Background: an optimization exercise with open tools, aiming at small area, a short achievable clock period and few clock cycles per item. Do not read the settings as production practice. Only simulation tests tie the RTL to the original design; equivalence was not proved. Power figures rest on the tool's default switching activity, not on a simulated workload.

## flow/design.v (module list and top-level ports; edited modules follow where they fit)
// module CRC32_D32: 76 lines
// module dual_port_ram: 43 lines
// module distri_sketch_ram_top_2RAM: 56 lines
// module distri_sketch_ram_top_4RAM: 104 lines
// module log2fun: 16 lines
// module stage1_hash: 162 lines
// module stage2_hash: 217 lines
// module stage3_hash: 160 lines
// module stage4_hash: 160 lines
// module insert_control: 95 lines
// module search_control: 111 lines
// module distri_sketch_top: 422 lines
module distri_sketch_top#(
    parameter              	HW  =   5,     		 
										DW  =   16      		 
    )(
	input                		clk,
	input								rst,
	input                		insert_i,				 
	input   		[DW-1:0]    	insert_id_i,			 
	input   		[DW-1:0]    	insert_latency_i,		 
	input   		[DW-1:0]    	insert_freq_th_i,		 
	output                  	insert_end_o,			 
	input                		search_i,				 
	input   		[DW-1:0]    	search_id_i,			 
	input   		[DW-1:0]    	search_quantile_i,	 
	output		[DW-1:0]   	 	search_latency_o,		 
	output                  	search_end_o			 
);
  // ...
==> flow/run.sh <==
#!/bin/bash
# synth_recipe.tcl (not shown) runs the flow's synth.tcl, then flattens the netlist and writes it again
# the make line also repeats each setting of config.mk as NAME=value (left out here)
make -C /OpenROAD-flow-scripts/flow DESIGN_CONFIG=/design/flow/config.mk WORK_HOME=/design/flow/orfs CLKGATE_MAP_FILE= SYNTH_SCRIPT=/design/flow/synth_recipe.tcl finish
==> flow/config.mk <==
export PLATFORM = sky130hd
export DESIGN_NAME = distri_sketch_top
export DESIGN_NICKNAME = distri_sketch_top
export VERILOG_FILES = /design/flow/design.v
export SDC_FILE = /design/flow/constraint.sdc
export NUM_CORES = 4
export LEC_CHECK = 0
export CAP_MARGIN = 20
export CORE_MARGIN = 2
export CORE_UTILIZATION = 45
export PLACE_DENSITY = 0.6
export SLEW_MARGIN = 20
==> flow/constraint.sdc <==
create_clock -name core_clock -period 9.5 [get_ports {clk}]
set_input_delay 1.9000 -clock core_clock [delete_from_list [all_inputs] [get_ports {clk}]]
set_output_delay 1.9000 -clock core_clock [all_outputs]
set_load 0.01 [all_outputs]
==> impl_metrics.csv, run 1 <==
group,metric,value,unit
status,outcome,"complete, no violations",
routing,wl_met1,258,mm
synthesis,synthAdderAreaFrac,3.35,%
synthesis,yosysTopAreaCell,"dfrtp_1",
synthesis,synthesis.nets,19200,
synthesis,synth_warnings,38,
timing,setup_ws,0.471,ns
synthesis,synth_top_area_share,53.9,%
timing,setup_violations,0,
cells_and_area,buf_share,1.97,%
worst_setup_path,crit_required,10.38,ns
pwr,powerClk,19.1,mW
worst_setup_path,start_kind,"flop",
routing,vias_per_cell,5.64,
routing,drtAntennaViolNets,0,
routing,drt-total-wl,586,mm
synthesis,ys_seq_elements,4478,
timing,max_freq,111,MHz
worst_setup_path,cp.arrival,9.91,ns
synthesis,synthTopCellsByCount,"nand2_1, dfrtp_1, o21ai_0, clkbuf_1, mux4_2",
cells_and_area,clock_area_share,6.92,%
floorplanning,die_w,684,um
synthesis,synth_area,0.208,mm^2
pwr,switching_share,33.1,%
worst_setup_path,cp.depth,29,
pwr,p_sw,18.0,mW
floorplanning,nWellTaps,6149,
timing,clock_skew,0.0828,ns
routing,wl_per_cell,23.8,um
Testbench counts, summed over its fixed seeds: cycles 57,363, items 3,840.
==> module distri_sketch_top, before the edit <==
module distri_sketch_top#(
    parameter              	HW  =   5,     		 
										DW  =   16      		 
    )(
	input                		clk,
	input								rst,
	input                		insert_i,				 
	input   		[DW-1:0]    	insert_id_i,			 
	input   		[DW-1:0]    	insert_latency_i,		 
	input   		[DW-1:0]    	insert_freq_th_i,		 
	output                  	insert_end_o,			 
	input                		search_i,				 
	input   		[DW-1:0]    	search_id_i,			 
	input   		[DW-1:0]    	search_quantile_i,	 
	output		[DW-1:0]   	 	search_latency_o,		 
	output                  	search_end_o			 
);
    wire                   	rama_wea_s1;
    wire    	[HW-1:0]       rama_addra_s1;
    wire    	[DW-1:0] 		rama_dina_s1;
    wire    	[DW-1:0] 		rama_douta_s1;
    wire                    	rama_web_s1;
    wire    	[HW-1:0]       rama_addrb_s1;
    wire    	[DW-1:0] 		rama_dinb_s1;
    wire    	[DW-1:0] 		rama_doutb_s1;
    wire                    	ramb_wea_s1;
    wire    	[HW-1:0]       ramb_addra_s1;
    wire    	[DW-1:0] 		ramb_dina_s1;
    wire    	[DW-1:0] 		ramb_douta_s1;
    wire                    	ramb_web_s1;
    wire    	[HW-1:0]       ramb_addrb_s1;
    wire    	[DW-1:0] 		ramb_dinb_s1;
    wire    	[DW-1:0] 		ramb_doutb_s1;
    wire                   	rama_wea_s2;
    wire    	[HW-1:0]       rama_addra_s2;
    wire    	[DW-1:0] 		rama_dina_s2;
    wire    	[DW-1:0] 		rama_douta_s2;
    wire                    	rama_web_s2;
    wire    	[HW-1:0]       rama_addrb_s2;
    wire    	[DW-1:0] 		rama_dinb_s2;
    wire    	[DW-1:0] 		rama_doutb_s2;
    wire                    	ramb_wea_s2;
    wire    	[HW-1:0]       ramb_addra_s2;
    wire    	[DW-1:0] 		ramb_dina_s2;
    wire    	[DW-1:0] 		ramb_douta_s2;
    wire                    	ramb_web_s2;
    wire    	[HW-1:0]       ramb_addrb_s2;
    wire    	[DW-1:0] 		ramb_dinb_s2;
    wire    	[DW-1:0] 		ramb_doutb_s2;
    wire                  		ramc_wea_s2;
    wire  		[HW-1:0]       ramc_addra_s2;
    wire  		[DW-1:0] 		ramc_dina_s2;
    wire   		[DW-1:0] 		ramc_douta_s2;
    wire                  		ramc_web_s2;
    wire  		[HW-1:0]       ramc_addrb_s2;
    wire  		[DW-1:0] 		ramc_dinb_s2;
    wire   		[DW-1:0] 		ramc_doutb_s2;
    wire                  		ramd_wea_s2;
    wire  		[HW-1:0]       ramd_addra_s2;
    wire  		[DW-1:0] 		ramd_dina_s2;
    wire   		[DW-1:0] 		ramd_douta_s2;
    wire                  		ramd_web_s2;
    wire  		[HW-1:0]       ramd_addrb_s2;
    wire  		[DW-1:0] 		ramd_dinb_s2;
    wire   		[DW-1:0] 		ramd_doutb_s2;
    wire                   	rama_wea_s3;
    wire    	[HW-1:0]       rama_addra_s3;
    wire    	[DW-1:0] 		rama_dina_s3;
    wire    	[DW-1:0] 		rama_douta_s3;
    wire                    	rama_web_s3;
    wire    	[HW-1:0]       rama_addrb_s3;
    wire    	[DW-1:0] 		rama_dinb_s3;
    wire    	[DW-1:0] 		rama_doutb_s3;
    wire                    	ramb_wea_s3;
    wire    	[HW-1:0]       ramb_addra_s3;
    wire    	[DW-1:0] 		ramb_dina_s3;
    wire    	[DW-1:0] 		ramb_douta_s3;
    wire                    	ramb_web_s3;
    wire    	[HW-1:0]       ramb_addrb_s3;
    wire    	[DW-1:0] 		ramb_dinb_s3;
    wire    	[DW-1:0] 		ramb_doutb_s3;
    wire                   	rama_wea_s4;
    wire    	[HW-1:0]       rama_addra_s4;
    wire    	        		rama_dina_s4;
    wire    	        		rama_douta_s4;
    wire                    	rama_web_s4;
    wire    	[HW-1:0]       rama_addrb_s4;
    wire    	        		rama_dinb_s4;
    wire    	        		rama_doutb_s4;
    wire                    	ramb_wea_s4;
    wire    	[HW-1:0]       ramb_addra_s4;
    wire    	        		ramb_dina_s4;
    wire    	        		ramb_douta_s4;
    wire                    	ramb_web_s4;
    wire    	[HW-1:0]       ramb_addrb_s4;
    wire    	        		ramb_dinb_s4;
    wire    	        		ramb_doutb_s4;
	 wire			[DW-1:0]			search_id;
	 wire			[DW-1:0]			search_latency;
	 wire			[DW-1:0]			stage2_freq_out;
	 wire			[DW-1:0]			stage2_latency_out;
	 wire			[DW-1:0]			stage3_freq_out;
	 wire			[DW-1:0]			stage4_freq_out;
	 wire								stage2_search_end;
	 wire								stage3_search_end;
	 wire								stage4_search_end;
	 wire								stage2_search;				 
	 wire								stage3_search;
	 wire								stage4_search;
	 wire			[DW-1:0]			insert_id;
	 wire			[DW-1:0]			insert_latency;
	 wire			[DW-1:0]			insert_freq_th;
	 wire								stage1_insert_end;
	 wire								stage1_insert_pass;
	 wire								stage2_insert_end;
	 wire								stage3_insert_end;
	 wire								stage4_insert_end;
	 wire								stage1_insert;				 
	 wire								stage2_insert;
	 wire								stage3_insert;
	 wire								stage4_insert;
	 insert_control#(
			.HW                 (HW),   
			.DW                 (DW)
    ) U_insert_control(
	.clk(clk),
	.rst(rst),
	.insert_control_en_i(insert_i),
	.insert_id_i(insert_id_i),
	.insert_latency_i(insert_latency_i),
	.insert_freq_th_i(insert_freq_th_i),
	.whole_insert_end(insert_end_o),
	.insert_id_i_o(insert_id),
	.insert_latency_o(insert_latency),
	.insert_freq_th_o(insert_freq_th),
	.stage1_insert_end(stage1_insert_end),
	.stage1_insert_pass(stage1_insert_pass),
	.stage2_insert_end(stage2_insert_end),
	.stage3_insert_end(stage3_insert_end),
	.stage4_insert_end(stage4_insert_end),
	.stage1_insert(stage1_insert),
	.stage2_insert(stage2_insert),
	.stage3_insert(stage3_insert),
	.stage4_insert(stage4_insert)
	 );
	 search_control#(
			.HW                 (HW),   
			.DW                 (DW)
    ) U_search_control(
	.clk(clk),
	.rst(rst),
	.search_control_en_i(search_i),
	.search_id_i(search_id_i),
	.search_quantile_i(search_quantile_i),
	.w_latency_out(search_latency_o),
	.whole_search_end(search_end_o),
	.search_id_o(search_id),
	.search_lantency_o(search_latency),
	.stage2_freq_out(stage2_freq_out),
	.stage2_latency_out(stage2_latency_out),
	.stage3_freq_out(stage3_freq_out),
	.stage4_freq_out(stage4_freq_out),
	.stage2_search_end(stage2_search_end),
	.stage3_search_end(stage3_search_end),
	.stage4_search_end(stage4_search_end),
	.stage2_search(stage2_search),
	.stage3_search(stage3_search),
	.stage4_search(stage4_search)
	 );
	 stage1_hash #(
			.HW                 (HW),   
			.DW                 (DW)
    ) U_stage1_hash(
			.clk(clk),
			.rst(rst),
			.insert_i(stage1_insert),
			.insert_data_i(insert_id),
			.freq_threshold(insert_freq_th),	 
			.insert_end_o(stage1_insert_end),
			.insert_pass_o(stage1_insert_pass),
			.search_a_i(),
			.search_a_data_i(),
			.search_a_freq(),
			.search_a_end_o(),
			.rama_wea_o(rama_wea_s1),
			.rama_addra_o(rama_addra_s1),
			.rama_dina_o(rama_dina_s1),
			.rama_douta_i(rama_douta_s1),
			.rama_web_o(rama_web_s1),
			.rama_addrb_o(rama_addrb_s1),
			.rama_dinb_o(rama_dinb_s1),
			.rama_doutb_i(rama_doutb_s1),
			.ramb_wea_o(ramb_wea_s1),
			.ramb_addra_o(ramb_addra_s1),
			.ramb_dina_o(ramb_dina_s1),
			.ramb_douta_i(ramb_douta_s1),
			.ramb_web_o(ramb_web_s1),
			.ramb_addrb_o(ramb_addrb_s1),
			.ramb_dinb_o(ramb_dinb_s1),
			.ramb_doutb_i(ramb_doutb_s1)
    );
	 stage2_hash #(
			.HW                 (HW),   
			.DW                 (DW)
    ) U_stage2_hash(
			.clk(clk),
			.rst(rst),
			.insert_i(stage2_insert),
			.insert_data_i(insert_id),
			.insert_latency(insert_latency),	 
			.insert_end_o(stage2_insert_end),
			.search_a_i(stage2_search),
			.search_a_data_i(search_id),
			.search_a_freq(stage2_freq_out),
			.search_a_latency(stage2_latency_out),
			.search_a_end_o(stage2_search_end),
			.rama_wea_o(rama_wea_s2),
			.rama_addra_o(rama_addra_s2),
			.rama_dina_o(rama_dina_s2),
			.rama_douta_i(rama_douta_s2),
			.rama_web_o(rama_web_s2),
			.rama_addrb_o(rama_addrb_s2),
			.rama_dinb_o(rama_dinb_s2),
			.rama_doutb_i(rama_doutb_s2),
			.ramb_wea_o(ramb_wea_s2),
			.ramb_addra_o(ramb_addra_s2),
			.ramb_dina_o(ramb_dina_s2),
			.ramb_douta_i(ramb_douta_s2),
			.ramb_web_o(ramb_web_s2),
			.ramb_addrb_o(ramb_addrb_s2),
			.ramb_dinb_o(ramb_dinb_s2),
			.ramb_doutb_i(ramb_doutb_s2),
			.ramc_wea_o(ramc_wea_s2),
			.ramc_addra_o(ramc_addra_s2),
			.ramc_dina_o(ramc_dina_s2),
			.ramc_douta_i(ramc_douta_s2),
			.ramc_web_o(ramc_web_s2),
			.ramc_addrb_o(ramc_addrb_s2),
			.ramc_dinb_o(ramc_dinb_s2),
			.ramc_doutb_i(ramc_doutb_s2),
			.ramd_wea_o(ramd_wea_s2),
			.ramd_addra_o(ramd_addra_s2),
			.ramd_dina_o(ramd_dina_s2),
			.ramd_douta_i(ramd_douta_s2),
			.ramd_web_o(ramd_web_s2),
			.ramd_addrb_o(ramd_addrb_s2),
			.ramd_dinb_o(ramd_dinb_s2),
			.ramd_doutb_i(ramd_doutb_s2)
    );
	 stage3_hash #(
			.HW                 (HW),   
			.DW                 (DW)
    ) U_stage3_hash(
			.clk(clk),
			.rst(rst),
			.insert_i(stage3_insert),
			.insert_data_i(insert_id),
			.insert_latency_i(insert_latency),	
			.insert_end_o(stage3_insert_end),
			.search_a_i(stage3_search),
			.search_a_data_i(search_id),
			.search_a_latency_i(search_latency),
			.search_a_freq_o(stage3_freq_out),
			.search_a_end_o(stage3_search_end),
			.rama_wea_o(rama_wea_s3),
			.rama_addra_o(rama_addra_s3),
			.rama_dina_o(rama_dina_s3),
			.rama_douta_i(rama_douta_s3),
			.rama_web_o(rama_web_s3),
			.rama_addrb_o(rama_addrb_s3),
			.rama_dinb_o(rama_dinb_s3),
			.rama_doutb_i(rama_doutb_s3),
			.ramb_wea_o(ramb_wea_s3),
			.ramb_addra_o(ramb_addra_s3),
			.ramb_dina_o(ramb_dina_s3),
			.ramb_douta_i(ramb_douta_s3),
			.ramb_web_o(ramb_web_s3),
			.ramb_addrb_o(ramb_addrb_s3),
			.ramb_dinb_o(ramb_dinb_s3),
			.ramb_doutb_i(ramb_doutb_s3)
    );
	 stage4_hash #(
			.HW                 (HW),   
			.DW                 (DW)
    ) U_stage4_hash(
			.clk(clk),
			.rst(rst),
			.insert_i(stage4_insert),
			.insert_data_i(insert_id),
			.insert_latency_i(insert_latency),	
			.insert_end_o(stage4_insert_end),
			.search_a_i(stage4_search),
			.search_a_data_i(search_id),
			.search_a_latency_i(search_latency),
			.search_a_freq_o(stage4_freq_out),
			.search_a_end_o(stage4_search_end),
			.rama_wea_o(rama_wea_s4),
			.rama_addra_o(rama_addra_s4),
			.rama_dina_o(rama_dina_s4),
			.rama_douta_i(rama_douta_s4),
			.rama_web_o(rama_web_s4),
			.rama_addrb_o(rama_addrb_s4),
			.rama_dinb_o(rama_dinb_s4),
			.rama_doutb_i(rama_doutb_s4),
			.ramb_wea_o(ramb_wea_s4),
			.ramb_addra_o(ramb_addra_s4),
			.ramb_dina_o(ramb_dina_s4),
			.ramb_douta_i(ramb_douta_s4),
			.ramb_web_o(ramb_web_s4),
			.ramb_addrb_o(ramb_addrb_s4),
			.ramb_dinb_o(ramb_dinb_s4),
			.ramb_doutb_i(ramb_doutb_s4)
    );
	 distri_sketch_ram_top_2RAM #(
        .DW                 (DW),    
        .HW                 (HW)     
    ) U1_distri_sketch_ram_top_2RAM(
        .clk                (clk),
        .rst                (rst),
        .rama_wea_i         (rama_wea_s1),
        .rama_addra_i       (rama_addra_s1),
        .rama_dina_i        (rama_dina_s1),
        .rama_douta_o       (rama_douta_s1),
        .rama_web_i         (rama_web_s1),
        .rama_addrb_i       (rama_addrb_s1),
        .rama_dinb_i        (rama_dinb_s1),
        .rama_doutb_o       (rama_doutb_s1),
        .ramb_wea_i         (ramb_wea_s1),
        .ramb_addra_i       (ramb_addra_s1),
        .ramb_dina_i        (ramb_dina_s1),
        .ramb_douta_o       (ramb_douta_s1),
        .ramb_web_i         (ramb_web_s1),
        .ramb_addrb_i       (ramb_addrb_s1),
        .ramb_dinb_i        (ramb_dinb_s1),
        .ramb_doutb_o       (ramb_doutb_s1)
    );
	 distri_sketch_ram_top_4RAM #(
        .DW                 (DW),    
        .HW                 (HW)     
    ) U_distri_sketch_ram_top_4RAM(
        .clk                (clk),
        .rst                (rst),
        .rama_wea_i         (rama_wea_s2),
        .rama_addra_i       (rama_addra_s2),
        .rama_dina_i        (rama_dina_s2),
        .rama_douta_o       (rama_douta_s2),
        .rama_web_i         (rama_web_s2),
        .rama_addrb_i       (rama_addrb_s2),
        .rama_dinb_i        (rama_dinb_s2),
        .rama_doutb_o       (rama_doutb_s2),
        .ramb_wea_i         (ramb_wea_s2),
        .ramb_addra_i       (ramb_addra_s2),
        .ramb_dina_i        (ramb_dina_s2),
        .ramb_douta_o       (ramb_douta_s2),
        .ramb_web_i         (ramb_web_s2),
        .ramb_addrb_i       (ramb_addrb_s2),
        .ramb_dinb_i        (ramb_dinb_s2),
        .ramb_doutb_o       (ramb_doutb_s2),
        .ramc_wea_i         (ramc_wea_s2),
        .ramc_addra_i       (ramc_addra_s2),
        .ramc_dina_i        (ramc_dina_s2),
        .ramc_douta_o       (ramc_douta_s2),
        .ramc_web_i         (ramc_web_s2),
        .ramc_addrb_i       (ramc_addrb_s2),
        .ramc_dinb_i        (ramc_dinb_s2),
        .ramc_doutb_o       (ramc_doutb_s2),
        .ramd_wea_i         (ramd_wea_s2),
        .ramd_addra_i       (ramd_addra_s2),
        .ramd_dina_i        (ramd_dina_s2),
        .ramd_douta_o       (ramd_douta_s2),
        .ramd_web_i         (ramd_web_s2),
        .ramd_addrb_i       (ramd_addrb_s2),
        .ramd_dinb_i        (ramd_dinb_s2),
        .ramd_doutb_o       (ramd_doutb_s2)
    );
	 distri_sketch_ram_top_2RAM #(
        .DW                 (DW),    
        .HW                 (HW)     
    ) U2_distri_sketch_ram_top_2RAM(
        .clk                (clk),
        .rst                (rst),
        .rama_wea_i         (rama_wea_s3),
        .rama_addra_i       (rama_addra_s3),
        .rama_dina_i        (rama_dina_s3),
        .rama_douta_o       (rama_douta_s3),
        .rama_web_i         (rama_web_s3),
        .rama_addrb_i       (rama_addrb_s3),
        .rama_dinb_i        (rama_dinb_s3),
        .rama_doutb_o       (rama_doutb_s3),
        .ramb_wea_i         (ramb_wea_s3),
        .ramb_addra_i       (ramb_addra_s3),
        .ramb_dina_i        (ramb_dina_s3),
        .ramb_douta_o       (ramb_douta_s3),
        .ramb_web_i         (ramb_web_s3),
        .ramb_addrb_i       (ramb_addrb_s3),
        .ramb_dinb_i        (ramb_dinb_s3),
        .ramb_doutb_o       (ramb_doutb_s3)
    );
	 distri_sketch_ram_top_2RAM #(
        .DW                 (1),     
        .HW                 (HW)     
    ) U3_distri_sketch_ram_top_2RAM(
        .clk                (clk),
        .rst              	 (rst),
        .rama_wea_i         (rama_wea_s4),
        .rama_addra_i       (rama_addra_s4),
        .rama_dina_i        (rama_dina_s4),
        .rama_douta_o       (rama_douta_s4),
        .rama_web_i         (rama_web_s4),
        .rama_addrb_i       (rama_addrb_s4),
        .rama_dinb_i        (rama_dinb_s4),
        .rama_doutb_o       (rama_doutb_s4),
        .ramb_wea_i         (ramb_wea_s4),
        .ramb_addra_i       (ramb_addra_s4),
        .ramb_dina_i        (ramb_dina_s4),
        .ramb_douta_o       (ramb_douta_s4),
        .ramb_web_i         (ramb_web_s4),
        .ramb_addrb_i       (ramb_addrb_s4),
        .ramb_dinb_i        (ramb_dinb_s4),
        .ramb_doutb_o       (ramb_doutb_s4)
    );
endmodule	
==> inputs of run 2 (changes only) <==
==> flow/design.v (replaced) <==
`timescale 1ns / 1ps
`timescale 1ns / 1ps
`timescale 1ns / 1ps
`timescale 1ns / 1ps
`timescale 1ns / 1ps
`timescale 1ns / 1ps
`timescale 1ns / 1ps
`timescale 1ns / 1ps
`timescale 1ns / 1ps
`timescale 1ns / 1ps
`timescale 1ns / 1ps
module distri_sketch_top#(
    parameter               HW  =   5,
                            DW  =   16
    )(
    input                   clk,
    input                   rst,
    input                   insert_i,
    input   [DW-1:0]        insert_id_i,
    input   [DW-1:0]        insert_latency_i,
    input   [DW-1:0]        insert_freq_th_i,
    output                  insert_end_o,
    input                   search_i,
    input   [DW-1:0]        search_id_i,
    input   [DW-1:0]        search_quantile_i,
    output  [DW-1:0]        search_latency_o,
    output                  search_end_o
);
  function [31:0] nextCRC32_D32;
    input [31:0] Data;
    input [31:0] crc;
    reg [31:0] d;
    reg [31:0] c;
    reg [31:0] newcrc;
  begin
    d = Data;
    c = crc;
    newcrc[0] = d[31] ^ d[30] ^ d[29] ^ d[28] ^ d[26] ^ d[25] ^ d[24] ^ d[16] ^ d[12] ^ d[10] ^ d[9] ^ d[6] ^ d[0] ^ c[0] ^ c[6] ^ c[9] ^ c[10] ^ c[12] ^ c[16] ^ c[24] ^ c[25] ^ c[26] ^ c[28] ^ c[29] ^ c[30] ^ c[31];
    newcrc[1] = d[28] ^ d[27] ^ d[24] ^ d[17] ^ d[16] ^ d[13] ^ d[12] ^ d[11] ^ d[9] ^ d[7] ^ d[6] ^ d[1] ^ d[0] ^ c[0] ^ c[1] ^ c[6] ^ c[7] ^ c[9] ^ c[11] ^ c[12] ^ c[13] ^ c[16] ^ c[17] ^ c[24] ^ c[27] ^ c[28];
    newcrc[2] = d[31] ^ d[30] ^ d[26] ^ d[24] ^ d[18] ^ d[17] ^ d[16] ^ d[14] ^ d[13] ^ d[9] ^ d[8] ^ d[7] ^ d[6] ^ d[2] ^ d[1] ^ d[0] ^ c[0] ^ c[1] ^ c[2] ^ c[6] ^ c[7] ^ c[8] ^ c[9] ^ c[13] ^ c[14] ^ c[16] ^ c[17] ^ c[18] ^ c[24] ^ c[26] ^ c[30] ^ c[31];
    newcrc[3] = d[31] ^ d[27] ^ d[25] ^ d[19] ^ d[18] ^ d[17] ^ d[15] ^ d[14] ^ d[10] ^ d[9] ^ d[8] ^ d[7] ^ d[3] ^ d[2] ^ d[1] ^ c[1] ^ c[2] ^ c[3] ^ c[7] ^ c[8] ^ c[9] ^ c[10] ^ c[14] ^ c[15] ^ c[17] ^ c[18] ^ c[19] ^ c[25] ^ c[27] ^ c[31];
    newcrc[4] = d[31] ^ d[30] ^ d[29] ^ d[25] ^ d[24] ^ d[20] ^ d[19] ^ d[18] ^ d[15] ^ d[12] ^ d[11] ^ d[8] ^ d[6] ^ d[4] ^ d[3] ^ d[2] ^ d[0] ^ c[0] ^ c[2] ^ c[3] ^ c[4] ^ c[6] ^ c[8] ^ c[11] ^ c[12] ^ c[15] ^ c[18] ^ c[19] ^ c[20] ^ c[24] ^ c[25] ^ c[29] ^ c[30] ^ c[31];
    newcrc[5] = d[29] ^ d[28] ^ d[24] ^ d[21] ^ d[20] ^ d[19] ^ d[13] ^ d[10] ^ d[7] ^ d[6] ^ d[5] ^ d[4] ^ d[3] ^ d[1] ^ d[0] ^ c[0] ^ c[1] ^ c[3] ^ c[4] ^ c[5] ^ c[6] ^ c[7] ^ c[10] ^ c[13] ^ c[19] ^ c[20] ^ c[21] ^ c[24] ^ c[28] ^ c[29];
    newcrc[6] = d[30] ^ d[29] ^ d[25] ^ d[22] ^ d[21] ^ d[20] ^ d[14] ^ d[11] ^ d[8] ^ d[7] ^ d[6] ^ d[5] ^ d[4] ^ d[2] ^ d[1] ^ c[1] ^ c[2] ^ c[4] ^ c[5] ^ c[6] ^ c[7] ^ c[8] ^ c[11] ^ c[14] ^ c[20] ^ c[21] ^ c[22] ^ c[25] ^ c[29] ^ c[30];
    newcrc[7] = d[29] ^ d[28] ^ d[25] ^ d[24] ^ d[23] ^ d[22] ^ d[21] ^ d[16] ^ d[15] ^ d[10] ^ d[8] ^ d[7] ^ d[5] ^ d[3] ^ d[2] ^ d[0] ^ c[0] ^ c[2] ^ c[3] ^ c[5] ^ c[7] ^ c[8] ^ c[10] ^ c[15] ^ c[16] ^ c[21] ^ c[22] ^ c[23] ^ c[24] ^ c[25] ^ c[28] ^ c[29];
    newcrc[8] = d[31] ^ d[28] ^ d[23] ^ d[22] ^ d[17] ^ d[12] ^ d[11] ^ d[10] ^ d[8] ^ d[4] ^ d[3] ^ d[1] ^ d[0] ^ c[0] ^ c[1] ^ c[3] ^ c[4] ^ c[8] ^ c[10] ^ c[11] ^ c[12] ^ c[17] ^ c[22] ^ c[23] ^ c[28] ^ c[31];
    newcrc[9] = d[29] ^ d[24] ^ d[23] ^ d[18] ^ d[13] ^ d[12] ^ d[11] ^ d[9] ^ d[5] ^ d[4] ^ d[2] ^ d[1] ^ c[1] ^ c[2] ^ c[4] ^ c[5] ^ c[9] ^ c[11] ^ c[12] ^ c[13] ^ c[18] ^ c[23] ^ c[24] ^ c[29];
    newcrc[10] = d[31] ^ d[29] ^ d[28] ^ d[26] ^ d[19] ^ d[16] ^ d[14] ^ d[13] ^ d[9] ^ d[5] ^ d[3] ^ d[2] ^ d[0] ^ c[0] ^ c[2] ^ c[3] ^ c[5] ^ c[9] ^ c[13] ^ c[14] ^ c[16] ^ c[19] ^ c[26] ^ c[28] ^ c[29] ^ c[31];
    newcrc[11] = d[31] ^ d[28] ^ d[27] ^ d[26] ^ d[25] ^ d[24] ^ d[20] ^ d[17] ^ d[16] ^ d[15] ^ d[14] ^ d[12] ^ d[9] ^ d[4] ^ d[3] ^ d[1] ^ d[0] ^ c[0] ^ c[1] ^ c[3] ^ c[4] ^ c[9] ^ c[12] ^ c[14] ^ c[15] ^ c[16] ^ c[17] ^ c[20] ^ c[24] ^ c[25] ^ c[26] ^ c[27] ^ c[28] ^ c[31];
    newcrc[12] = d[31] ^ d[30] ^ d[27] ^ d[24] ^ d[21] ^ d[18] ^ d[17] ^ d[15] ^ d[13] ^ d[12] ^ d[9] ^ d[6] ^ d[5] ^ d[4] ^ d[2] ^ d[1] ^ d[0] ^ c[0] ^ c[1] ^ c[2] ^ c[4] ^ c[5] ^ c[6] ^ c[9] ^ c[12] ^ c[13] ^ c[15] ^ c[17] ^ c[18] ^ c[21] ^ c[24] ^ c[27] ^ c[30] ^ c[31];
    newcrc[13] = d[31] ^ d[28] ^ d[25] ^ d[22] ^ d[19] ^ d[18] ^ d[16] ^ d[14] ^ d[13] ^ d[10] ^ d[7] ^ d[6] ^ d[5] ^ d[3] ^ d[2] ^ d[1] ^ c[1] ^ c[2] ^ c[3] ^ c[5] ^ c[6] ^ c[7] ^ c[10] ^ c[13] ^ c[14] ^ c[16] ^ c[18] ^ c[19] ^ c[22] ^ c[25] ^ c[28] ^ c[31];
    newcrc[14] = d[29] ^ d[26] ^ d[23] ^ d[20] ^ d[19] ^ d[17] ^ d[15] ^ d[14] ^ d[11] ^ d[8] ^ d[7] ^ d[6] ^ d[4] ^ d[3] ^ d[2] ^ c[2] ^ c[3] ^ c[4] ^ c[6] ^ c[7] ^ c[8] ^ c[11] ^ c[14] ^ c[15] ^ c[17] ^ c[19] ^ c[20] ^ c[23] ^ c[26] ^ c[29];
    newcrc[15] = d[30] ^ d[27] ^ d[24] ^ d[21] ^ d[20] ^ d[18] ^ d[16] ^ d[15] ^ d[12] ^ d[9] ^ d[8] ^ d[7] ^ d[5] ^ d[4] ^ d[3] ^ c[3] ^ c[4] ^ c[5] ^ c[7] ^ c[8] ^ c[9] ^ c[12] ^ c[15] ^ c[16] ^ c[18] ^ c[20] ^ c[21] ^ c[24] ^ c[27] ^ c[30];
    newcrc[16] = d[30] ^ d[29] ^ d[26] ^ d[24] ^ d[22] ^ d[21] ^ d[19] ^ d[17] ^ d[13] ^ d[12] ^ d[8] ^ d[5] ^ d[4] ^ d[0] ^ c[0] ^ c[4] ^ c[5] ^ c[8] ^ c[12] ^ c[13] ^ c[17] ^ c[19] ^ c[21] ^ c[22] ^ c[24] ^ c[26] ^ c[29] ^ c[30];
    newcrc[17] = d[31] ^ d[30] ^ d[27] ^ d[25] ^ d[23] ^ d[22] ^ d[20] ^ d[18] ^ d[14] ^ d[13] ^ d[9] ^ d[6] ^ d[5] ^ d[1] ^ c[1] ^ c[5] ^ c[6] ^ c[9] ^ c[13] ^ c[14] ^ c[18] ^ c[20] ^ c[22] ^ c[23] ^ c[25] ^ c[27] ^ c[30] ^ c[31];
    newcrc[18] = d[31] ^ d[28] ^ d[26] ^ d[24] ^ d[23] ^ d[21] ^ d[19] ^ d[15] ^ d[14] ^ d[10] ^ d[7] ^ d[6] ^ d[2] ^ c[2] ^ c[6] ^ c[7] ^ c[10] ^ c[14] ^ c[15] ^ c[19] ^ c[21] ^ c[23] ^ c[24] ^ c[26] ^ c[28] ^ c[31];
    newcrc[19] = d[29] ^ d[27] ^ d[25] ^ d[24] ^ d[22] ^ d[20] ^ d[16] ^ d[15] ^ d[11] ^ d[8] ^ d[7] ^ d[3] ^ c[3] ^ c[7] ^ c[8] ^ c[11] ^ c[15] ^ c[16] ^ c[20] ^ c[22] ^ c[24] ^ c[25] ^ c[27] ^ c[29];
    newcrc[20] = d[30] ^ d[28] ^ d[26] ^ d[25] ^ d[23] ^ d[21] ^ d[17] ^ d[16] ^ d[12] ^ d[9] ^ d[8] ^ d[4] ^ c[4] ^ c[8] ^ c[9] ^ c[12] ^ c[16] ^ c[17] ^ c[21] ^ c[23] ^ c[25] ^ c[26] ^ c[28] ^ c[30];
    newcrc[21] = d[31] ^ d[29] ^ d[27] ^ d[26] ^ d[24] ^ d[22] ^ d[18] ^ d[17] ^ d[13] ^ d[10] ^ d[9] ^ d[5] ^ c[5] ^ c[9] ^ c[10] ^ c[13] ^ c[17] ^ c[18] ^ c[22] ^ c[24] ^ c[26] ^ c[27] ^ c[29] ^ c[31];
    newcrc[22] = d[31] ^ d[29] ^ d[27] ^ d[26] ^ d[24] ^ d[23] ^ d[19] ^ d[18] ^ d[16] ^ d[14] ^ d[12] ^ d[11] ^ d[9] ^ d[0] ^ c[0] ^ c[9] ^ c[11] ^ c[12] ^ c[14] ^ c[16] ^ c[18] ^ c[19] ^ c[23] ^ c[24] ^ c[26] ^ c[27] ^ c[29] ^ c[31];
    newcrc[23] = d[31] ^ d[29] ^ d[27] ^ d[26] ^ d[20] ^ d[19] ^ d[17] ^ d[16] ^ d[15] ^ d[13] ^ d[9] ^ d[6] ^ d[1] ^ d[0] ^ c[0] ^ c[1] ^ c[6] ^ c[9] ^ c[13] ^ c[15] ^ c[16] ^ c[17] ^ c[19] ^ c[20] ^ c[26] ^ c[27] ^ c[29] ^ c[31];
    newcrc[24] = d[30] ^ d[28] ^ d[27] ^ d[21] ^ d[20] ^ d[18] ^ d[17] ^ d[16] ^ d[14] ^ d[10] ^ d[7] ^ d[2] ^ d[1] ^ c[1] ^ c[2] ^ c[7] ^ c[10] ^ c[14] ^ c[16] ^ c[17] ^ c[18] ^ c[20] ^ c[21] ^ c[27] ^ c[28] ^ c[30];
    newcrc[25] = d[31] ^ d[29] ^ d[28] ^ d[22] ^ d[21] ^ d[19] ^ d[18] ^ d[17] ^ d[15] ^ d[11] ^ d[8] ^ d[3] ^ d[2] ^ c[2] ^ c[3] ^ c[8] ^ c[11] ^ c[15] ^ c[17] ^ c[18] ^ c[19] ^ c[21] ^ c[22] ^ c[28] ^ c[29] ^ c[31];
    newcrc[26] = d[31] ^ d[28] ^ d[26] ^ d[25] ^ d[24] ^ d[23] ^ d[22] ^ d[20] ^ d[19] ^ d[18] ^ d[10] ^ d[6] ^ d[4] ^ d[3] ^ d[0] ^ c[0] ^ c[3] ^ c[4] ^ c[6] ^ c[10] ^ c[18] ^ c[19] ^ c[20] ^ c[22] ^ c[23] ^ c[24] ^ c[25] ^ c[26] ^ c[28] ^ c[31];
    newcrc[27] = d[29] ^ d[27] ^ d[26] ^ d[25] ^ d[24] ^ d[23] ^ d[21] ^ d[20] ^ d[19] ^ d[11] ^ d[7] ^ d[5] ^ d[4] ^ d[1] ^ c[1] ^ c[4] ^ c[5] ^ c[7] ^ c[11] ^ c[19] ^ c[20] ^ c[21] ^ c[23] ^ c[24] ^ c[25] ^ c[26] ^ c[27] ^ c[29];
    newcrc[28] = d[30] ^ d[28] ^ d[27] ^ d[26] ^ d[25] ^ d[24] ^ d[22] ^ d[21] ^ d[20] ^ d[12] ^ d[8] ^ d[6] ^ d[5] ^ d[2] ^ c[2] ^ c[5] ^ c[6] ^ c[8] ^ c[12] ^ c[20] ^ c[21] ^ c[22] ^ c[24] ^ c[25] ^ c[26] ^ c[27] ^ c[28] ^ c[30];
    newcrc[29] = d[31] ^ d[29] ^ d[28] ^ d[27] ^ d[26] ^ d[25] ^ d[23] ^ d[22] ^ d[21] ^ d[13] ^ d[9] ^ d[7] ^ d[6] ^ d[3] ^ c[3] ^ c[6] ^ c[7] ^ c[9] ^ c[13] ^ c[21] ^ c[22] ^ c[23] ^ c[25] ^ c[26] ^ c[27] ^ c[28] ^ c[29] ^ c[31];
    newcrc[30] = d[30] ^ d[29] ^ d[28] ^ d[27] ^ d[26] ^ d[24] ^ d[23] ^ d[22] ^ d[14] ^ d[10] ^ d[8] ^ d[7] ^ d[4] ^ c[4] ^ c[7] ^ c[8] ^ c[10] ^ c[14] ^ c[22] ^ c[23] ^ c[24] ^ c[26] ^ c[27] ^ c[28] ^ c[29] ^ c[30];
    newcrc[31] = d[31] ^ d[30] ^ d[29] ^ d[28] ^ d[27] ^ d[25] ^ d[24] ^ d[23] ^ d[15] ^ d[11] ^ d[9] ^ d[8] ^ d[5] ^ c[5] ^ c[8] ^ c[9] ^ c[11] ^ c[15] ^ c[23] ^ c[24] ^ c[25] ^ c[27] ^ c[28] ^ c[29] ^ c[30] ^ c[31];
    nextCRC32_D32 = newcrc;
  end
  endfunction
    function [4:0] lg;
        input [15:0] v;
        reg   [15:0] vm1;
        integer k;
    begin
        vm1 = v - 16'd1;
        lg = 5'd0;
        for (k = 0; k < 16; k = k + 1)
            if (vm1[k]) lg = k + 1;
        if (v == 16'd0) lg = 5'd0;
    end
    endfunction
    localparam [31:0] INIT = 32'h8ec7_95ad;
    wire [15:0] id_a  = insert_i ? insert_id_i : search_id_i;
    wire [31:0] crc_id = nextCRC32_D32({16'h0, id_a}, INIT);
    wire [31:0] crc_kp = nextCRC32_D32({16'h0, id_a[7:0], 8'h0}, INIT);
    reg         insB, srB;
    reg  [4:0]  r1B, r2B, kp1B, kp2B;
    reg  [15:0] latB, opB;
    reg         ins_done, srch_done;
    reg  [15:0] res;
    always @(posedge clk or negedge rst) begin
        if (!rst) begin
            insB     <= 1'b0;
            srB      <= 1'b0;
            ins_done <= 1'b0;
        end else begin
            insB     <= insert_i;
            srB      <= search_i;
            ins_done <= insert_i;
        end
    end
    always @(posedge clk) begin
        r1B  <= crc_id[4:0];
        r2B  <= crc_id[31:27];
        kp1B <= crc_kp[4:0];
        kp2B <= crc_kp[31:27];
        latB <= insert_latency_i;
        opB  <= insert_i ? insert_freq_th_i : search_quantile_i;
    end
    reg         insC, srC, passC;
    reg  [4:0]  r1C, r2C, hk1C, hk2C, lC;
    reg  [15:0] naC, nbC;
    wire [15:0] s2a_new, s2b_new, s3a_new, s3b_new;
    wire [4:0]  s2c_new, s2d_new;
    wire [4:0]  a3a, a3b;
    wire [32*16-1:0] f_s1a, f_s1b, f_s2a, f_s2b, f_s3a, f_s3b;
    wire [32*5-1:0]  f_s2c, f_s2d;
    wire [31:0]      f_v1a, f_v1b, f_v2a, f_v2b, f_s4a, f_s4b, f_nzc, f_nzd;
    wire w1 = insC & ~passC;
    wire w2 = insC &  passC;
    genvar g;
    generate
        for (g = 0; g < 32; g = g + 1) begin : row
            reg [15:0] s1a, s1b, s2a, s2b, s3a, s3b;
            reg [4:0]  s2c, s2d;
            reg        v1a, v1b, v2a, v2b, s4a, s4b;
            wire we1a = w1 & (r1C  == g);
            wire we1b = w1 & (r2C  == g);
            wire we2a = w2 & (r1C  == g);
            wire we2b = w2 & (r2C  == g);
            wire we3a = w2 & (hk1C == g);
            wire we3b = w2 & (hk2C == g);
            always @(posedge clk) begin
                if (we1a) s1a <= naC;
                if (we1b) s1b <= nbC;
                if (we2a) begin s2a <= s2a_new; s2c <= s2c_new; end
                if (we2b) begin s2b <= s2b_new; s2d <= s2d_new; end
                if (we3a) s3a <= s3a_new;
                if (we3b) s3b <= s3b_new;
            end
            always @(posedge clk or negedge rst) begin
                if (!rst) begin
                    v1a <= 1'b0; v1b <= 1'b0; v2a <= 1'b0; v2b <= 1'b0;
                    s4a <= 1'b0; s4b <= 1'b0;
                end else begin
                    if (we1a) v1a <= 1'b1;
                    if (we1b) v1b <= 1'b1;
                    if (we2a) v2a <= 1'b1;
                    if (we2b) v2b <= 1'b1;
                    if (we3a) s4a <= 1'b1;
                    if (we3b) s4b <= 1'b1;
                end
            end
            assign f_s1a[g*16 +: 16] = s1a;
            assign f_s1b[g*16 +: 16] = s1b;
            assign f_s2a[g*16 +: 16] = s2a;
            assign f_s2b[g*16 +: 16] = s2b;
            assign f_s3a[g*16 +: 16] = s3a;
            assign f_s3b[g*16 +: 16] = s3b;
            assign f_s2c[g*5 +: 5]   = s2c;
            assign f_s2d[g*5 +: 5]   = s2d;
            assign f_v1a[g] = v1a;
            assign f_v1b[g] = v1b;
            assign f_v2a[g] = v2a;
            assign f_v2b[g] = v2b;
            assign f_s4a[g] = s4a;
            assign f_s4b[g] = s4b;
            assign f_nzc[g] = v2a & (|s2c);
            assign f_nzd[g] = v2b & (|s2d);
        end
    endgenerate
    wire [15:0] a_raw = f_s1a[r1B*16 +: 16] & {16{f_v1a[r1B]}};
    wire [15:0] b_raw = f_s1b[r2B*16 +: 16] & {16{f_v1b[r2B]}};
    wire        m1 = (r1C == r1B);
    wire        m2 = (r2C == r2B);
    wire [15:0] a_B = (w1 & m1) ? naC : a_raw;
    wire [15:0] b_B = (w1 & m2) ? nbC : b_raw;
    wire        pass_B = (a_B >= opB) & (b_B >= opB);
    wire [4:0]  l_B = lg(latB);
    wire [31:0] crc_l = nextCRC32_D32({27'h0, l_B}, 32'h0);
    wire        lnz = |lC;
    wire        nz1 = f_nzc[r1B] | (w2 & m1 & lnz);
    wire        nz2 = f_nzd[r2B] | (w2 & m2 & lnz);
    wire        t0zero = ~(nz1 & nz2);
    always @(posedge clk or negedge rst) begin
        if (!rst) begin
            insC <= 1'b0;
            srC  <= 1'b0;
        end else begin
            insC <= insB;
            srC  <= srB & ~t0zero;
        end
    end
    always @(posedge clk) begin
        passC <= pass_B;
        naC   <= srB ? opB : a_B + 16'd1;
        nbC   <= b_B + 16'd1;
        r1C   <= r1B;
        r2C   <= r2B;
        hk1C  <= srB ? kp1B : (kp1B ^ crc_l[4:0]);
        hk2C  <= srB ? kp2B : (kp2B ^ crc_l[31:27]);
        lC    <= l_B;
    end
    wire [15:0] s2a_rd = f_s2a[r1C*16 +: 16] & {16{f_v2a[r1C]}};
    wire [15:0] s2b_rd = f_s2b[r2C*16 +: 16] & {16{f_v2b[r2C]}};
    wire [4:0]  s2c_rd = f_s2c[r1C*5 +: 5]   & {5{f_v2a[r1C]}};
    wire [4:0]  s2d_rd = f_s2d[r2C*5 +: 5]   & {5{f_v2b[r2C]}};
    assign s2a_new = s2a_rd + 16'd1;
    assign s2b_new = s2b_rd + 16'd1;
    assign s2c_new = (s2c_rd > lC) ? s2c_rd : lC;
    assign s2d_new = (s2d_rd > lC) ? s2d_rd : lC;
    wire [15:0] f_C  = (s2a_rd < s2b_rd) ? s2a_rd : s2b_rd;
    wire [4:0]  t0_C = (s2c_rd < s2d_rd) ? s2c_rd : s2d_rd;
    reg         srD, vE, vF, hitE, hitF;
    reg  [4:0]  tD, tE, tF, kp1D, kp2D;
    reg  [15:0] fD, vAE, vBE, cnt, m;
    reg  [16:0] qD;
    reg  [23:0] plo;
    reg  [24:0] phi;
    wire [31:0] crc_t = nextCRC32_D32({27'h0, tD}, 32'h0);
    assign a3a = insC ? hk1C : (kp1D ^ crc_t[4:0]);
    assign a3b = insC ? hk2C : (kp2D ^ crc_t[31:27]);
    wire        s4a_rd = f_s4a[a3a];
    wire        s4b_rd = f_s4b[a3b];
    wire [15:0] s3a_rd = f_s3a[a3a*16 +: 16] & {16{s4a_rd}};
    wire [15:0] s3b_rd = f_s3b[a3b*16 +: 16] & {16{s4b_rd}};
    assign s3a_new = s3a_rd + 16'd1;
    assign s3b_new = s3b_rd + 16'd1;
    wire        stop = vF & ((hitF & (m <= cnt)) | (tF == 5'd0));
    wire [15:0] vmin = (vAE < vBE) ? vAE : vBE;
    wire [32:0] prod = {9'h0, plo} + {phi, 8'h0};
    always @(posedge clk or negedge rst) begin
        if (!rst) begin
            srD       <= 1'b0;
            vE        <= 1'b0;
            vF        <= 1'b0;
            srch_done <= 1'b0;
        end else begin
            if (srC)
                srD <= 1'b1;
            else if (stop | (tD == 5'd0))
                srD <= 1'b0;
            vE        <= srD & ~stop;
            vF        <= vE & ~stop;
            srch_done <= (srB & t0zero) | stop;
        end
    end
    always @(posedge clk) begin
        if (srC) begin
            fD   <= f_C;
            tD   <= t0_C;
            kp1D <= hk1C;
            kp2D <= hk2C;
            qD   <= 17'h10000 - {1'b0, naC};
        end else
            tD   <= tD - 5'd1;
        vAE  <= s3a_rd;
        vBE  <= s3b_rd;
        hitE <= s4a_rd & s4b_rd;
        tE   <= tD;
        plo  <= fD * qD[7:0];
        phi  <= fD * qD[16:8];
        if (srC)
            cnt <= 16'd0;
        else if (vE)
            cnt <= cnt + (hitE ? vmin : 16'd0);
        m    <= prod[31:16];
        tF   <= tE;
        hitF <= hitE;
        if (srB & t0zero)
            res <= 16'd1;
        else if (stop)
            res <= 16'd1 << tF;
    end
    assign insert_end_o     = ins_done;
    assign search_end_o     = srch_done;
    assign search_latency_o = res;
endmodule
--- a/flow/config.mk
+++ b/flow/config.mk
@@ -7,2 +7,3 @@
 export LEC_CHECK = 0
+export ABC_CLOCK_PERIOD_IN_PS = 3000
 export CAP_MARGIN = 20
@@ -11,2 +12,3 @@
 export PLACE_DENSITY = 0.6
+export SETUP_SLACK_MARGIN = 5
 export SLEW_MARGIN = 20
==> run 2 against run 1 <==
Still clean on timing, DRC and antenna. Clock-buffer cell count down 131. Clock skew rose by 0.017 ns. Global-route usage down 0.83 points. Register-to-register slack improved by 4.2 ns. Fmax rose by 86%. Via count shrank 34%. Wire length is 22% lower. Highest routed layer is now met5.
==> impl_metrics.csv, run 2 <==
group,metric,value,unit
status,outcome,"complete, no violations",
floorplanning,pin_count,102,
grt,grt_util_met2,39.0,%
timing,period_share,51.0,%
timing,tns,0,ns
cells_and_area,final_area,0.194,mm^2
routing,dr.pass1.iters,5,
synthesis,synth_compound_area_share,2.69,%
worst_setup_path,crit_fanout,7,
synthesis,synth_warnings,1,
pwr,combinationalPowerShare,32.2,%
pwr,p_sw,18.0,mW
clock_network,cts_tree,"done",
placement,numPortBuffers,101,
timing,hold_viol,0,
grt,grt_pass1_wl,654,mm
cells_and_area,regArea,0.113,mm^2
clock_network,cts_root_buffer,"clkbuf_16",
synthesis,synthesis.nets,9674,
grt,grtUsageMet1,34.1,%
timing,setup_violations,0,
clock_network,clock_path_buffers,4,
cells_and_area,mostFrequentLayoutCell,"edfxtp_1",
clock_network,clk_pin_slew,0.06,ns
pwr,power_density,287,mW/mm^2
clock_network,cts_hold_buf,0,
routing,wl_per_cell,30.4,um
placement,gp_congestion,0.872,
clock_network,clk_latency,1.02,ns
routing,vias,91300,
timing,max_freq,206,MHz
synthesis,synthTopCellsByCount,"edfxtp_1, mux4_2, nand2_1, nor2_1, inv_1",
clock_network,cts_buffers,400,
floorplanning,start_util,45.2,%
pwr,leakagePower,65.0,nW
synthesis,synth_edf_count,3435,
clock_network,cts_max_level,5,
worst_setup_path,regToRegSetupSlack,4.66,ns
worst_setup_path,start_kind,"flop",
hold_path,holdPathEnd,"tF[4]",
worst_setup_path,endpoint_kind,"flop",
grt,grt_usage,24.4,%
synthesis,synth_xor_area_share,1.36,%
synthesis,async_flop_share,5.15,%
floorplanning,die_y,607,um
synthesis,syn-instance-count,9187,
synthesis,syn_area_per_cell,17.8,um^2
floorplanning,die_area,0.369,mm^2
cells_and_area,syn2layout_area_growth,18.6,%
cells_and_area,nets,10500,
job,drv_cap,0,
grt,grt.met3_usage,4.31,%
synthesis,ys_dominant_reg_cell,"edfxtp_1",
synthesis,yosysMostFrequentCell,"edfxtp_1",
worst_setup_path,r2r_start,"fD[5]",
cells_and_area,drive_above_1_share,30.3,%
hold_path,hp-start,"tE[4]",
clock_network,cts.sinks,3882,
placement,place_ws,3.06,ns
placement,placed_area,0.173,mm^2
synthesis,synthAdderAreaFrac,3.91,%
synthesis,synth-seq-area-share,69.1,%
hold_path,hold_class,"reg2reg",
pwr,clkPwrFrac,27.5,%
worst_setup_path,cpLargestDelayFamily,"adder cells",
synthesis,synth.distinct_cells,88,
routing,drtAntennaViolNets,0,
routing,drt-total-wl,459,mm
timing,setup_ws,4.66,ns
routing,drc,0,
hold_path,whs_path_depth,0,
synthesis,ys_seq_elements,3882,
cells_and_area,multiInputGateArea,0.0518,mm^2
timing,drv_slew,0,
floorplanning,die_w,607,um
worst_setup_path,cp.arrival,5.70,ns
pwr,switching_share,32.3,%
routing,drt_first_iter_violations,10500,
worst_setup_path,rr_worst_depth,20,
worst_setup_path,cp_slowest_cell,"fa_1",
worst_setup_path,r2r-end,"phi[23]",
grt,antenna_found_initial,9,
cells_and_area,layout_common_cells,"edfxtp_1, mux4_2, nand2_1",
grt,grt.overflow.total,0,
synthesis,synth_area_leaders,"edfxtp_1, mux4_2, dfrtp_1",
worst_setup_path,path_buf_inv,4,
synthesis,synth_top_family_by_area,"multiplexers",
grt,grt_max_degree,80,
synthesis,synth_area,0.164,mm^2
timing,rsz0062_at_grt,"yes",
cells_and_area,n_fill_cell,28100,
grt,busiest_layer,"met2",
worst_setup_path,crit_type,"reg2reg",
floorplanning,core-area,0.362,mm^2
floorplanning,rows,221,
pwr,ir_worst_vdd,273,uV
synthesis,synth_top_area_share,63.0,%
worst_setup_path,crit_chain,"buf_12 -> nand2_4 -> fa_1 -> inv_1 -> fa_1 -> ha_1 -> inv_2 -> fa_1 -> inv_1 -> ha_1 -> a21o_1 -> a21oi_4 -> o21ai_2 -> a2111oi_4 -> nor3_4 -> nor3b_2 -> o31ai_2 -> a221o_1 -> a21oi_2 -> xnor2_1",
synthesis,yosysTopAreaCell,"edfxtp_1",
timing,slew_headroom,17.6,%
routing,vias_per_cell,6.03,
synthesis,synthMuxAreaShare,15.2,%
worst_setup_path,max_stage_delay,0.54,ns
timing,tightest_slew,1.23,ns
timing,clock_skew,0.0993,ns
placement,hpwlAfterDp,251,mm
timing,layout_min_cycle_time,4.84,ns
worst_setup_path,crit_required,10.36,ns
pwr,p_seq_share,40.2,%
grt,grt_pass1_vias,91600,
worst_setup_path,cp_common_cell,"fa_1",
pwr,internal-power,37.7,mW
synthesis,synthSimpleGateAreaFrac,5.74,%
run 2: cell types whose count changed after synthesis, moves of 197 or more:
cell      previous run  this run
edfxtp_1             0      3435
or2_2               10       207
dfxtp_1              0       247
mux4_2            1300       925
o21ai_0           3824       160
clkbuf_1          1476       173
dfrtp_1           4478       200
mux2i_1             34       317
mux2_2             326        72
nand2_1           4501       520
run 2: logic make-up (layout without fill, tap and decap cells):
logic type / count (synthesis) / after routing
compound gates: 672 / 688
xor+xnor: 248 / 262
fa+ha+maj: 403 / 403
buf+inv: 776 / 1884
flops: 3882 / 3882
mux: 1315 / 1318
other cells: 0 / 6
simple gates: 1891 / 1897
run 2: power by group through the flow:
stage                     combinational, mW  clock [mW]  sequential, mW
after floorplan                        9.78           0            22.4
after global placement                 13.5           0            22.9
after detailed placement               13.7           0            23.0
after CTS                              16.5        15.6            22.4
after global routing                   18.9        16.2            22.5
final                                  18.0        15.3            22.4
run 2: how the worst max path moves through the flow:
| stage | slack, ns | cells after the start | startpoint | end |
|---|---|---|---|---|
| 2_1_floorplan | 4.88 | 14 | insC | row[0].s3b[6] |
| 3_3_place_gp | 3.17 | 16 | insC | row[10].s3a[12] |
| 6_report | 4.66 | 20 | fD[5] | phi[23] |
| 5_1_grt | 4.46 | 20 | fD[4] | phi[23] |
| 3_5_place_dp | 3.06 | 16 | insC | row[9].s3a[12] |
| 4_1_cts | 4.64 | 18 | fD[4] | phi[23] |
run 2: area by class of cell:
type | count | area share [%]
clock inverters | 196 | 0.976
inverters | 349 | 0.680
flip-flops and latches | 3882 | 58.3
multi-input cells | 4568 | 26.7
repair buffers | 792 | 4.66
well taps | 4794 | 3.09
clock buffers | 547 | 5.60
diodes | 6 | 0.00773
run 2: through the flow:
| step | hold WS (ns) | std cells | utilization, % | power, mW |
|---|---|---|---|---|
| 5_1_grt | 0.352 | 15100 | 53.6 | 57.7 |
| 6_report | 0.338 | 15100 | 53.6 | 55.7 |
| 4_1_cts | 0.343 | 15000 | 52.9 | 54.5 |
| 3_3_place_gp | 0.326 | 13900 | 47.6 | 36.3 |
| 2_1_floorplan | 0.310 | 9187 | - | 32.2 |
| 3_5_place_dp | 0.330 | 13900 | 47.6 | 36.7 |
run 2: per-layer routing:
metal / vias to the layer above / share of wire, % / wire length, um
li1: 37600 / - / -
met1: 48500 / 40 / 184000
met2: 4315 / 47 / 218000
met3: 892 / 9.0 / 41200
met4: 4 / 3.6 / 16500
met5: - / 0.0054 / 25
run 2: worst reg2reg max path, delay by kind of cell (launching register included):
kind / cells / cell delay (ns)
compound gates: 7 / 1.47
xor+xnor: 1 / 0.12
fa+ha+maj: 5 / 2.07
buf+inv: 4 / 0.32
flops: 1 / 0.40
simple gates: 3 / 0.38
run 2: repair_timing:
action | in CTS | in global routing
pin swaps | 103 | 122
gates cloned | 63 | 22
setup buffers | 258 | 114
setup endpoints to repair | 2304 | 1343
resized for setup | 443 | 247
Testbench counts of run 2, summed over its fixed seeds: cycles 6,216, items 3,840.
==> inputs of run 3 (changes only) <==
--- a/flow/config.mk
+++ b/flow/config.mk
@@ -7,3 +7,2 @@
 export LEC_CHECK = 0
-export ABC_CLOCK_PERIOD_IN_PS = 3000
 export CAP_MARGIN = 20
@@ -12,3 +11,2 @@
 export PLACE_DENSITY = 0.6
-export SETUP_SLACK_MARGIN = 5
 export SLEW_MARGIN = 20
==> run 3 against run 2 <==
Clock-buffer cell count fell by 23. Sequential cell count unchanged. Via count fell by 4.8%. Hold slack worse by 0.0056 ns. Fmax shrank 35%. Die area unchanged. Sequential share of layout area rose by 2.7 points. Area after synthesis unchanged. Clock skew is 0.038 ns lower. Wire length decreased by 8.4%. Final area shrank 4.4%.
==> impl_metrics.csv, run 3 <==
group,metric,value,unit
status,outcome,"complete, no violations",
timing,clock_skew,0.0617,ns
synthesis,syn-instance-count,9187,
timing,drv_slew,0,
timing,hold_viol,0,
timing,fin_worst_hold_slack,0.333,ns
clock_network,clock_path_buffers,4,
worst_setup_path,cp_common_cell,"nand2_1",
grt,antenna_found_initial,10,
synthesis,synth_area,0.164,mm^2
clock_network,clk_pin_slew,0.06,ns
clock_network,cts.sinks,3882,
floorplanning,start_util,45.2,%
synthesis,synth_warnings,1,
clock_network,cts_max_level,5,
floorplanning,die_w,607,um
grt,grt_pass1_wl,612,mm
synthesis,synth_edf_count,3435,
synthesis,ys_dominant_reg_cell,"edfxtp_1",
synthesis,synth.distinct_cells,88,
cells_and_area,drive_above_1_share,24.0,%
clock_network,cts_resized,0,
clock_network,cts_root_buffer,"clkbuf_16",
grt,grt_max_degree,119,
timing,rsz0062_at_grt,"no",
grt,grt_pass1_vias,88700,
routing,drc,0,
pwr,ir_worst_vdd,239,uV
floorplanning,pin_count,102,
synthesis,syn_area_per_cell,17.8,um^2
synthesis,synthesis.nets,9674,
cells_and_area,mostFrequentLayoutCell,"edfxtp_1",
worst_setup_path,startpoint,"tD[0]",
placement,gp_congestion,0.858,
cells_and_area,layout_common_cells,"edfxtp_1, mux4_2, nand2_1",
cells_and_area,nets,10000,
worst_setup_path,cp.arrival,8.07,ns
synthesis,synth-seq-area-share,69.1,%
pwr,leakagePower,61.3,nW
routing,dr.pass1.iters,6,
synthesis,yosysTopAreaCell,"edfxtp_1",
synthesis,synth_top_area_share,63.0,%
worst_setup_path,cp_slowest_cell,"buf_4",
floorplanning,die_area,0.369,mm^2
worst_setup_path,crit_chain,"xor2_1 -> o21ai_4 -> buf_4 -> mux2i_1 -> mux2_2 -> o211a_1 -> a311o_1 -> nand2_1 -> nand2_1 -> inv_1 -> ha_1 -> nor4bb_1 -> nand3_1 -> nor4_1 -> xor2_4",
worst_setup_path,crit_required,10.15,ns
routing,drt_first_iter_violations,9535,
worst_setup_path,crit_type,"reg2reg",
routing,drtAntennaViolNets,0,
synthesis,ys_seq_elements,3882,
clock_network,cts_buffers,397,
timing,slew_headroom,20.2,%
worst_setup_path,endpoint_kind,"flop",
hold_path,hold_class,"reg2reg",
worst_setup_path,start_kind,"flop",
placement,numPortBuffers,101,
clock_network,post_cts_buffers,0,
timing,tns,0,ns
grt,grt_usage,22.6,%
grt,grt.overflow.total,0,
timing,tightest_slew,1.19,ns
timing,setup_violations,0,
job,drv_cap,0,
clock_network,clk_latency,0.97,ns
routing,drt-total-wl,421,mm
worst_setup_path,r2r-end,"row[2].s3a[14]",
pwr,power_density,280,mW/mm^2
timing,period_share,78.1,%
worst_setup_path,rr_worst_depth,15,
worst_setup_path,crit_fanout,75,
worst_setup_path,regToRegSetupSlack,2.08,ns
worst_setup_path,crit_end,"row[2].s3a[14]",
routing,wl_per_cell,28.7,um
synthesis,synth_area_leaders,"edfxtp_1, mux4_2, dfrtp_1",
timing,max_freq,135,MHz
routing,vias_per_cell,5.93,
placement,hpwlAfterDp,248,mm
worst_setup_path,max_stage_delay,0.83,ns
synthesis,async_flop_share,5.15,%
routing,vias,87000,
clock_network,cts_hold_buf,0,
synthesis,synthTopCellsByCount,"edfxtp_1, mux4_2, nand2_1, nor2_1, inv_1",
floorplanning,die_y,607,um
clock_network,cts_tree,"done",
cells_and_area,syn2layout_area_growth,13.4,%
timing,layout_min_cycle_time,7.42,ns
worst_setup_path,r2r_start,"tD[0]",
floorplanning,core-area,0.362,mm^2
synthesis,yosysMostFrequentCell,"edfxtp_1",
floorplanning,rows,221,
-- run 3: cell counts after synthesis --
Identical to the previous run, type by type.
-- run 3: cells by family (layout without fill, tap and decap cells) --
kind of cell / count (synthesis) / in the layout / synth area share [%]
flip-flops: 3882 / 3882 / 69.1
other: 0 / 7 / 0
AND/OR/NAND/NOR: 1891 / 1891 / 5.74
buffers and inverters: 776 / 1462 / 2.07
multiplexers: 1315 / 1315 / 15.2
AO/OA/AOI/OAI: 672 / 672 / 2.69
adder cells (fa/ha/maj): 403 / 403 / 3.91
XOR/XNOR: 248 / 248 / 1.36
-- run 3: final cells by class --
type                    instances  area (um^2)
fillers                     28900       177000
flip-flops and latches       3882       113000
multi-input cells            4529        48900
clock buffers                 524        10700
well taps                    4794         6000
repair buffers                374         3230
clock inverters               215         2360
inverters                     349         1310
diodes                          7         17.5
-- run 3: worst min-delay path by stage --
stage | slack, ns | cells after the start | to | start
2_1_floorplan | 0.31 | 0 | hk2C[4] | kp2B[4]
3_3_place_gp | 0.32 | 0 | tF[4] | tE[4]
3_5_place_dp | 0.31 | 0 | tF[4] | tE[4]
4_1_cts | 0.33 | 0 | tF[4] | tE[4]
5_1_grt | 0.33 | 0 | tF[4] | tE[4]
6_report | 0.33 | 0 | tF[3] | tE[3]
-- run 3: metrics by stage --
step / cell area [um^2] / cells / setup slack (ns) / power (mW) / utilization, %
floorplan: 164000 / 9187 / 3.04 / 31.9 / -
global placement: 172000 / 13900 / 2.40 / 36.4 / 47.5
detailed placement: 172000 / 13900 / 2.08 / 36.7 / 47.6
CTS: 185000 / 14700 / 2.04 / 52.3 / 51.2
global route: 186000 / 14700 / 1.63 / 54.1 / 51.3
finish: 186000 / 14700 / 2.08 / 52.1 / 51.3
-- run 3: critical path: cells and delay by family (launching register included) --
kind / cells / cell delay, ns
compound gates: 3 / 1.33
xor+xnor: 2 / 0.82
fa+ha+maj: 1 / 0.22
buf+inv: 2 / 1.10
flops: 1 / 0.52
mux: 2 / 0.47
simple gates: 5 / 2.58
-- run 3: metal layers --
metal  global-route usage, %  wire, um
met1                    31.9    175000
met2                    36.5    202000
met3                    3.50     31300
met4                    6.39     12700
met5                       0         0
-- run 3: power by group --
part	switching [mW]	total, mW	internal, mW
Combinational	8.60	13.9	5.25
Clock	6.60	15.5	8.95
Sequential	1.16	22.7	21.5

-- afterwards: timing with drivers on the ports --
The flow's constraints put no driver on any port. The routed layouts listed below were extracted and timed again, unchanged, in two steps.
Step 1: set_driving_cell puts a clkbuf_16 on clk and a buf_2 on each other input, an assumption about the parent block.
Step 2 moves the port delays by t, midway between the first and last clock arrival at a register: inputs arrive t later, outputs are due t later. That takes back most of the time a late clock gives input paths.
Three values: no drivers, after step 1, after step 2; two values: the first two.
run	t, ns	slack for setup (ns)	worst setup path after step 2	slew at the worst register clock pin (ns)
run 1	1.141	0.471 / 0.471 / -0.561	input to register	0.07 / 0.07
run 2	1.076	4.657 / 4.657 / 4.657	register to register	0.06 / 0.06
run 3	1.046	2.080 / 2.080 / 2.080	register to register	0.07 / 0.07
With both steps, setup timing fails in run 1, where it was met with ideal ports. The setup slack of run 1, which loses most, moves by 0.000 ns with the drivers and by -1.032 ns with both steps.
